This design comes from an exercise in tuning for small area and a short achievable clock period on the open sky130 flow, not from production work. The RTL was checked by simulation tests, not by an equivalence proof against the original design. The clock port is modelled as an ideal driver; clocking choices that lean on that would not hold on a real chip.

File: flow/design.v
`timescale 1ns / 1ps
module ambilight (
    input clk,           
    input rst,           
    input [23:0] rbg,    
    input vde,           
    input vsync,         
    output led_data      
    );
    localparam N = 39;           
    localparam W = 14;           
    function automatic [13:0] bkadd(input [13:0] a, input [13:0] b);
      reg [15:0] p, G, P;
      integer s, i;
      begin
        p = {2'b00, a ^ b};
        G = {2'b00, a & b};
        P = p;
        for (s = 1; s < 16; s = s * 2)
          for (i = 2 * s - 1; i < 16; i = i + 2 * s) begin
            G[i] = G[i] | (P[i] & G[i - s]);
            P[i] = P[i] & P[i - s];
          end
        for (s = 4; s >= 1; s = s / 2)
          for (i = 3 * s - 1; i < 16; i = i + 2 * s) begin
            G[i] = G[i] | (P[i] & G[i - s]);
            P[i] = P[i] & P[i - s];
          end
        bkadd = p[13:0] ^ {G[12:0], 1'b0};
      end
    endfunction
    reg rst_r;                   
    always @(posedge clk) rst_r <= rst;
    reg d_vsync, d_valid;
    reg [6:0] hs, vs;
    reg [4:0] hp;
    reg [3:0] vp;
    wire rise = vsync & ~d_vsync;
    wire fall = ~vsync & d_vsync;
    wire lend = d_valid & ~vde;
    wire [6:0] hsb = rst_r ? 7'd0 : hs;
    wire [4:0] hpb = rst_r ? 5'd0 : hp;
    wire [6:0] vsb = rst_r ? 7'd0 : vs;
    wire [3:0] vpb = rst_r ? 4'd0 : vp;
    wire [6:0] hs_inc = (hsb == 100) ? 7'd0 : hsb + 1'b1;
    wire [4:0] hp_inc = (hsb == 100 && hpb != 19) ? hpb + 1'b1 : hpb;
    wire [6:0] vs_inc = (vsb == 97) ? 7'd0 : vsb + 1'b1;
    wire [3:0] vp_inc = (vsb == 97 && vpb != 11) ? vpb + 1'b1 : vpb;
    always @(posedge clk) begin
      d_vsync <= vsync & ~rst;
      d_valid <= vde & ~rst;
      if (vde) begin
        hs <= hs_inc; hp <= hp_inc;
      end else if (d_valid) begin
        hs <= 0; hp <= 0;
      end else begin
        hs <= hsb; hp <= hpb;
      end
      if (lend) begin
        vs <= vs_inc; vp <= vp_inc;
      end else if (rise) begin
        vs <= 0; vp <= 0;
      end else begin
        vs <= vsb; vp <= vpb;
      end
    end
    wire reg_l = (hp == 0) & (vp <= 10);
    wire reg_t = (vp == 0) & (hp != 0) & (hp <= 18);
    wire reg_r = (hp == 18) & (vp != 0) & (vp <= 10);
    wire [6:0] cx = reg_l ? 7'd0 : reg_t ? 7'd50 : 7'd101;
    wire [6:0] cy = reg_l ? 7'd51 : reg_t ? 7'd0 : 7'd49;
    wire [7:0] ex = {1'b0, hs} - {1'b0, cx};
    wire [7:0] ey = {1'b0, vs} - {1'b0, cy};
    wire [6:0] dx = ex[7] ? -ex[6:0] : ex[6:0];
    wire [6:0] dy = ey[7] ? -ey[6:0] : ey[6:0];
    wire [3:0] dsum = dx[2:0] + dy[2:0];
    wire in_any = (reg_l | reg_t | reg_r) & (dx[6:3] == 0) & (dy[6:3] == 0) & ~dsum[3];
    wire [5:0] led1 = reg_l ? 6'd10 - vp : reg_t ? 6'd10 + hp : 6'd28 + vp;
    reg pv;
    reg [5:0] pled;
    reg [23:0] pix;      
    always @(posedge clk) begin
      pv <= vde & ~rst & ~rst_r & in_any;
      pled <= led1;
      pix <= {rbg[7:0], rbg[23:16], rbg[15:8]};
    end
    reg clr_r;                       
    always @(posedge clk) clr_r <= rst | fall;
    reg [5:0] pos;                   
    reg [5:0] cc;                    
    reg [3*W*N-1:0] ring;            
    wire [3*W-1:0] rin = ring[3*W*N-1 -: 3*W];
    reg st_r;                        
    wire stale = st_r | clr_r;
    wire [5:0] pos_n = (rst_r || pos == N-1) ? 6'd0 : pos + 1'b1;
    wire [5:0] cc_n = clr_r ? 6'd1 : (cc == N) ? cc : cc + 1'b1;
    reg av, bv;
    reg [5:0] aled, bled;
    reg [3*W-1:0] asum;              
    reg [32:0] bsum;                 
    reg ma_r, mb_r;                  
    wire ma = ma_r & ~clr_r;
    wire mb = mb_r & ~clr_r;
    wire [3*W-1:0] bsum_w = {3'b0, bsum[32:22], 3'b0, bsum[21:11], 3'b0, bsum[10:0]};
    wire [3*W-1:0] xadd = ma ? asum : mb ? bsum_w : {3*W{1'b0}};
    wire [3*W-1:0] rbase = stale ? {3*W{1'b0}} : rin;
    wire [3*W-1:0] hsum;
    assign hsum[3*W-1 -: W] = bkadd(rbase[3*W-1 -: W], xadd[3*W-1 -: W]);
    assign hsum[2*W-1 -: W] = bkadd(rbase[2*W-1 -: W], xadd[2*W-1 -: W]);
    assign hsum[W-1 -: W] = bkadd(rbase[W-1 -: W], xadd[W-1 -: W]);
    wire a_same = av && (aled == pled) && !clr_r;
    wire akeep = pv ? (a_same && !ma) : 1'b1;
    wire [3*W-1:0] abase = akeep ? asum : {3*W{1'b0}};
    wire [23:0] apix = pv ? pix : 24'd0;
    wire [3*W-1:0] anew;
    assign anew[3*W-1 -: W] = bkadd(abase[3*W-1 -: W], {6'd0, apix[23:16]});
    assign anew[2*W-1 -: W] = bkadd(abase[2*W-1 -: W], {6'd0, apix[15:8]});
    assign anew[W-1 -: W] = bkadd(abase[W-1 -: W], {6'd0, apix[7:0]});
    wire move = !clr_r && pv && !a_same && av && !ma;      
    wire av_n = pv | (~clr_r & av & ~ma);
    wire [5:0] aled_n = (pv | clr_r) ? pled : aled;
    wire bv_n = ~clr_r & (move | (bv & ~mb));
    wire [5:0] bled_n = move ? aled : bled;
    always @(posedge clk) begin
      pos <= pos_n;
      cc <= cc_n;
      st_r <= (cc_n != N);
      ma_r <= av_n & (aled_n == pos_n);
      mb_r <= bv_n & (bled_n == pos_n);
      ring <= {ring[3*W*(N-1)-1:0], hsum};
      av <= av_n;
      bv <= bv_n;
      asum <= anew;
      if (pv | clr_r) aled <= pled;
      if (move) begin
        bled <= aled;
        bsum <= {asum[3*W-4 -: 11], asum[2*W-4 -: 11], asum[W-4 -: 11]};
      end
    end
    reg [5:0] out_cnt;
    reg rdy;
    reg load_r;
    wire ready = (out_cnt == N) & rdy;
    always @(posedge clk) load_r <= rise & ~rst & (ready | rst_r);
    reg fact;                        
    reg [5:0] fd;                    
    reg [5:0] fcc;                   
    reg fst;                         
    reg flast_r;                     
    reg sav, sbv;
    reg [5:0] saled;
    reg [3*W-1:0] sasum;
    reg sma_r, smb_r;                
    wire fnow = load_r | fact;
    wire fhold = fnow & ~rst_r;      
    wire [3*W-1:0] sxadd = sma_r ? sasum : smb_r ? bsum_w : {3*W{1'b0}};
    wire [3*W-1:0] sbase = fst ? {3*W{1'b0}} : rin;
    wire [3*W-1:0] fsum;
    assign fsum[3*W-1 -: W] = bkadd(sbase[3*W-1 -: W], sxadd[3*W-1 -: W]);
    assign fsum[2*W-1 -: W] = bkadd(sbase[2*W-1 -: W], sxadd[2*W-1 -: W]);
    assign fsum[W-1 -: W] = bkadd(sbase[W-1 -: W], sxadd[W-1 -: W]);
    wire [23:0] fval = {fsum[3*W-1 -: 8], fsum[2*W-1 -: 8], fsum[W-1 -: 8]};
    reg [24*N-1:0] oring;            
    reg hit;                         
    wire [5:0] fcc_n = fhold ? ((fcc == N) ? fcc : fcc + 1'b1) : cc_n;
    wire flast_n = fact & (fd == 1) & ~rst_r;
    wire sav_n = fhold ? sav : av & ~clr_r;
    wire [5:0] saled_n = fhold ? saled : aled;
    wire sbv_n = fhold ? sbv : bv & ~clr_r;
    always @(posedge clk) begin
      if (rst_r) begin
        fact <= 1'b0;
      end else if (load_r) begin
        fact <= 1'b1; fd <= N-2;
      end else if (fact) begin
        if (fd == 0) fact <= 1'b0;
        fd <= fd - 1'b1;
      end
      fcc <= fcc_n;
      fst <= (fcc_n != N) & ~flast_n;
      flast_r <= flast_n;
      sav <= sav_n; sbv <= sbv_n; saled <= saled_n;
      if (!fhold) sasum <= asum;
      sma_r <= sav_n & (saled_n == pos_n) & ~flast_n;
      smb_r <= sbv_n & (bled == pos_n) & ~flast_n;
      oring <= {oring[24*(N-1)-1:0], fnow ? fval : oring[24*N-1 -: 24]};
      hit <= (pos == cur_led);
    end
    reg trig, t_valid_reg, t_valid, nxt_reg, nxt_s;
    wire d_trig_w;
    wire nxt_out_w;
    always @(posedge clk) begin
      if (rst_r) begin
        {t_valid, t_valid_reg} <= 2'b00;
        {nxt_s, nxt_reg} <= 2'b11;
      end else begin
        {t_valid, t_valid_reg} <= {t_valid_reg, d_trig_w};
        {nxt_s, nxt_reg} <= {nxt_reg, nxt_out_w};
      end
      if (rst_r) begin
        out_cnt <= N;
        trig <= 1'b0;
      end else if (load_r) begin
        out_cnt <= 0;
        if (nxt_s) trig <= 1'b1;
      end else if (out_cnt < N) begin
        if (nxt_s) trig <= 1'b1;
        if (t_valid && trig) begin
          trig <= 1'b0;
          out_cnt <= out_cnt + 1'b1;
        end
      end else
        out_cnt <= N;
    end
    localparam IDLE=3'd0, TRANS=3'd1, TRANSX=3'd2, UPDATE=3'd4, FIN=3'd5;
    reg [2:0] state;
    reg [15:0] counter;
    reg chg;
    reg i_out;
    reg dg_trig_reg, dg_trig, d_trig;
    reg [4:0] idx;
    reg [5:0] cur_led;               
    reg cur_bit;
    reg buf_up;
    reg nxt;
    reg [2:0] state_n;
    reg i_next;
    assign led_data = i_out;
    assign d_trig_w = d_trig;
    assign nxt_out_w = nxt & ~d_trig;
    always @(*) rdy = (state == IDLE);
    wire capture = ~d_trig & dg_trig & (nxt | rdy);
    always @(posedge clk) begin
      if (rst_r) {dg_trig, dg_trig_reg} <= 2'b00;
      else {dg_trig, dg_trig_reg} <= {dg_trig_reg, trig};
      if (rst_r) nxt <= 1'b1;
      else if (capture) begin
        nxt <= 1'b0;
      end else if (buf_up) nxt <= 1'b1;
      if (rst_r) d_trig <= 1'b0;
      else d_trig <= dg_trig;
      if (hit) cur_bit <= oring[idx];
    end
    always @(*) begin
      state_n = state;
      if (rst_r) state_n = IDLE;
      else case (state)
        IDLE:   if (!nxt) state_n = TRANS;
        TRANS:  state_n = TRANSX;
        TRANSX: if (counter >= 16'd182 + cur_bit) state_n = UPDATE;
        UPDATE: if (idx == 0) begin
                  if (!nxt) state_n = TRANS;
                  else if (counter > 16'd3713) state_n = FIN;
                end else state_n = TRANS;
        FIN:    if (counter > 16'd55687) state_n = IDLE;
        default: ;
      endcase
    end
    always @(*) begin
      i_next = 1'b0;
      if (!rst_r && state == TRANSX)
        i_next = (counter < 16'd59) | ((counter < 16'd119) & cur_bit);
    end
    always @(posedge clk) begin
      counter <= chg ? 16'd0 : counter + 1'b1;
      chg <= (state_n != state);
      state <= state_n;
      i_out <= i_next & ~rst;
      buf_up <= 1'b0;
      if (load_r) cur_led <= 6'h3f;
      if (rst_r) begin
        idx <= 5'd23;
      end else begin
        case (state)
          IDLE: begin
            if (!nxt) begin
              cur_led <= cur_led + 1'b1; buf_up <= 1'b1; idx <= 5'd23;
            end
          end
          UPDATE: begin
            if (idx == 0) begin
              if (!nxt) begin
                idx <= 5'd23; cur_led <= cur_led + 1'b1; buf_up <= 1'b1;
              end
            end else idx <= idx - 1'b1;
          end
          FIN: buf_up <= 1'b1;
          default: ;
        endcase
      end
    end
endmodule
File: flow/flow/run.sh
#!/bin/bash
bash standard.sh "BUFFER_PORTS_ARGS=-buffer_cell sky130_fd_sc_hd__buf_4" "CTS_ARGS=-sink_clustering_enable -repair_clock_nets -sink_clustering_size 33 -sink_clustering_max_diameter 80 -buf_list sky130_fd_sc_hd__clkbuf_16 -dont_use_dummy_load " finish > standard.log 2>&1
File: flow/standard.sh
#!/bin/bash
# synth_recipe.tcl (not shown) runs the flow's synth.tcl, then flattens the netlist and writes it again
# the make line also repeats each setting of config.mk as NAME=value (left out here)
make -C /OpenROAD-flow-scripts/flow DESIGN_CONFIG=/design/flow/config.mk WORK_HOME=/design/flow/orfs CLKGATE_MAP_FILE= SYNTH_SCRIPT=/design/flow/synth_recipe.tcl "${@:-finish}"
File: flow/config.mk
export PLATFORM = sky130hd
export DESIGN_NAME = ambilight
export DESIGN_NICKNAME = ambilight
export VERILOG_FILES = /design/flow/design.v
export SDC_FILE = /design/flow/constraint.sdc
export NUM_CORES = 8
export LEC_CHECK = 0
export CAP_MARGIN = 40
export CORE_MARGIN = 2
export CORE_UTILIZATION = 50
export PLACE_DENSITY = 0.8
export SLEW_MARGIN = 40
File: flow/constraint.sdc
create_clock -name core_clock -period 20.0 [get_ports {clk}]
set_input_delay 4.0000 -clock core_clock [delete_from_list [all_inputs] [get_ports {clk}]]
set_output_delay 4.0000 -clock core_clock [all_outputs]
set_load 0.01 [all_outputs]
==> out/metrics.cfg <==
[synthesis]
synth_cells=4335
synth-seq-cells=2853
synth_cell_types=79
synth_nets=4548
ys_warn_count=1
synth_area_um2=68400
synth_area_leader_cell=dfxtp_1
yosys.area_share.adder=0.0390
synth_edf_count=82
seq_area_frac_synth=0.847
muxShareOfSynthArea=0.00859
ys.flop_type=dfxtp_1
synth_top_area_share=0.811
post_synth.cell_area_avg_um2=15.8
synth_area_leaders=dfxtp_1, edfxtp_1, ha_1
synth-simple-area-share=0.0437
synth_xor_area_frac=0.0164
async_flop_share=0
synth_compound_area_frac=0.0341
synth_top_family_by_area=simple AND/OR/NAND/NOR gates

[place]
portBuffers=28
place_area_um2=70700
dp_hpwl_mm=56.4
gp_congestion=0.757

[floorplanning]
rows=135
die_h_um=374
die_area_um2=140000
fp.dieW_um=374
start_util=0.505
core_um2=136000
io_pins=29

[worst_hold_path]
holdPathEnd=ring[686]
hold_depth=0
hp-class=flop to flop
min_from=ring[644]

[power]
power_switching_uw=1590
power_leakage_uw=0.0296
p_comb_frac=0.011
sequentialPowerShare=0.697
switching_share=0.193
ir_drop_v=0.0000907
power_density_nw_per_um2=113
p_total_uw=8260
clkPwrFrac=0.292
internal_power_uw=6670

[critical_path]
worstPathRequired_ns=16.00
timing.rr.start=vp[2]
cpPeakStageDelay_ns=0.31
cp_data_arrival_time_ns=1.09
crit_fanout=1
cp-end-kind=output pin
slowest_stage=dfxtp_1
r2r_slack_ns=15.47
cp.buffers_inverters=1
rr_endpoint=pv
crit_family=flip-flops
crit_path_start_kind=flop
r2r_cells=20
worstSetupPathType=flop to output pin
crit_chain=buf_4

[cts]
tritoncts=yes
htreeDepth=3
root_buffer=clkbuf_16
clk_path_buf_depth=3
ctsResizeCount=0
clock_sinks=2853
clkTransAtPathRegs_ns=0.11
insertion_delay_ns=0.74
cts_hold_buf=0
cts_buffers=99
post-cts-setup-buffers=0

[grt]
antenna_found_initial=4
grt_pass1_vias=29000
grt_util_all_layers=0.136
grt_overflow=0
grt_pass1_wl_mm=153
grt_start_max_net_pins=49

[layout]
top_regs=ring: 1638 flops, oring: 936 flops
final_layout_size_suffix_gt1_frac=0.0488
final_common_cell=dfxtp_1
final_cell_mix=dfxtp_1, nand2_1, ha_1
top_register=ring
nets=4623
nFillCells=10100
final_area_um2=73200
syn2layout_area_growth_pct=6.96
largest_reg_flops=1638

[timing]
min_period_over_period=0.255
skew_ns=0.0756
maxSlewHeadroom=0.465
maxSlewViolCount=0
hold_viol=0
tightest_slew_ns=0.801
worst_hold_slack_ns=0.259
rsz0062_at_grt=false
tns_ns=0
max_freq_mhz=196
setup_violations=0
post-route-min-period_ns=5.09

[route]
remaining_drc_errors=0
wire_per_inst_um=15.4
vias=28000
vias_per_cell=4.53
dr.first_iter.drc_count=1482
firstDrtPassIters=5
drt-total-wl_mm=95.4
final_antenna_net_count=0

[status]
status=complete, no violations

[run]
cap_viol_max_count=0

[cell families (layout without fill, tap and decap cells)]
kind of cell / count (synthesis) / count (layout)
AO/OA/AOI/OAI: 341 / 341
XOR/XNOR: 128 / 128
adder cells (fa/ha/maj): 185 / 185
buffers and inverters: 205 / 278
flip-flops: 2853 / 2853
multiplexers: 43 / 43
other: 0 / 1
AND/OR/NAND/NOR: 580 / 580
[final cells by class]
cell class / instances / area (µm²) / share of cell area
sequential: 2853 / 57900 / 0.792
multi-input combinational: 1277 / 9730 / 0.133
clock buffer: 99 / 2480 / 0.0338
tap: 1781 / 2230 / 0.0304
inverter: 139 / 522 / 0.00713
timing repair buffer: 40 / 300 / 0.00410
antenna: 1 / 2.50 / 0.0000342
[layer usage]
layer,track usage,wire length [µm]
met1,0.185,45100
met2,0.223,44400
met3,0.0195,3260
met4,0.0504,2690
met5,0,0
[how the worst max path moves through the flow]
stage,start,endpoint,slack (ns),cells after the start
floorplan,vde,vp[3],14.79,6
global placement,vde,vp[3],14.44,6
detailed placement,vde,vp[3],14.41,6
CTS,i_out,led_data,14.85,1
global route,i_out,led_data,14.86,1
finish,i_out,led_data,14.91,1
[metrics by stage]
stage	cells	util	setup WS [ns]
floorplan	4335	-	14.79
global placement	6090	0.521	14.44
detailed placement	6090	0.521	14.41
CTS	6189	0.540	14.85
global route	6189	0.540	14.86
finish	6190	0.540	14.91
[synthesized netlist by cell type, types with 31 or more instances]
library cell / count
nand3_1: 38
clkbuf_1: 50
a21oi_1: 67
xnor2_1: 75
xor2_1: 53
a22o_1: 61
dfxtp_1: 2771
nand2_1: 162
fa_1: 47
nor2_1: 98
edfxtp_1: 82
and2_1: 91
nor2b_1: 54
ha_1: 138
a21o_1: 31
o21ai_0: 92
inv_1: 136
[power groups by stage]
stage | logic, µW | registers, µW | clock network [µW]
floorplan | 71.7 | 5870 | 0
global placement | 82.5 | 5890 | 0
detailed placement | 86.5 | 5890 | 0
CTS | 87.8 | 5760 | 2470
global route | 98.6 | 5760 | 2650
finish | 87.4 | 5760 | 2410

==> re-timing with driven ports <==
No port has a modelled driver above. Below, the same layout with a new extraction and two added sets of constraints. Step 1: set_driving_cell puts a clkbuf_16 on clk and a buf_2 on each other input, an assumption about the parent block. Step 2 times the ports against the registers' clock, not the clock port: input delays grow and output delays shrink by t, the midpoint of the rising clock arrivals with the driver on. Slacks: no drivers / after step 1 / after step 2; pairs: no drivers / after step 1.
t, ns: 0.748
setup WS [ns]: 14.908 / 14.842 / 14.390
pins driven straight from the clock port: 1
After both steps this run still meets setup and hold. The setup slack of this run moves by -0.066 ns with the drivers and by -0.518 ns with both steps.
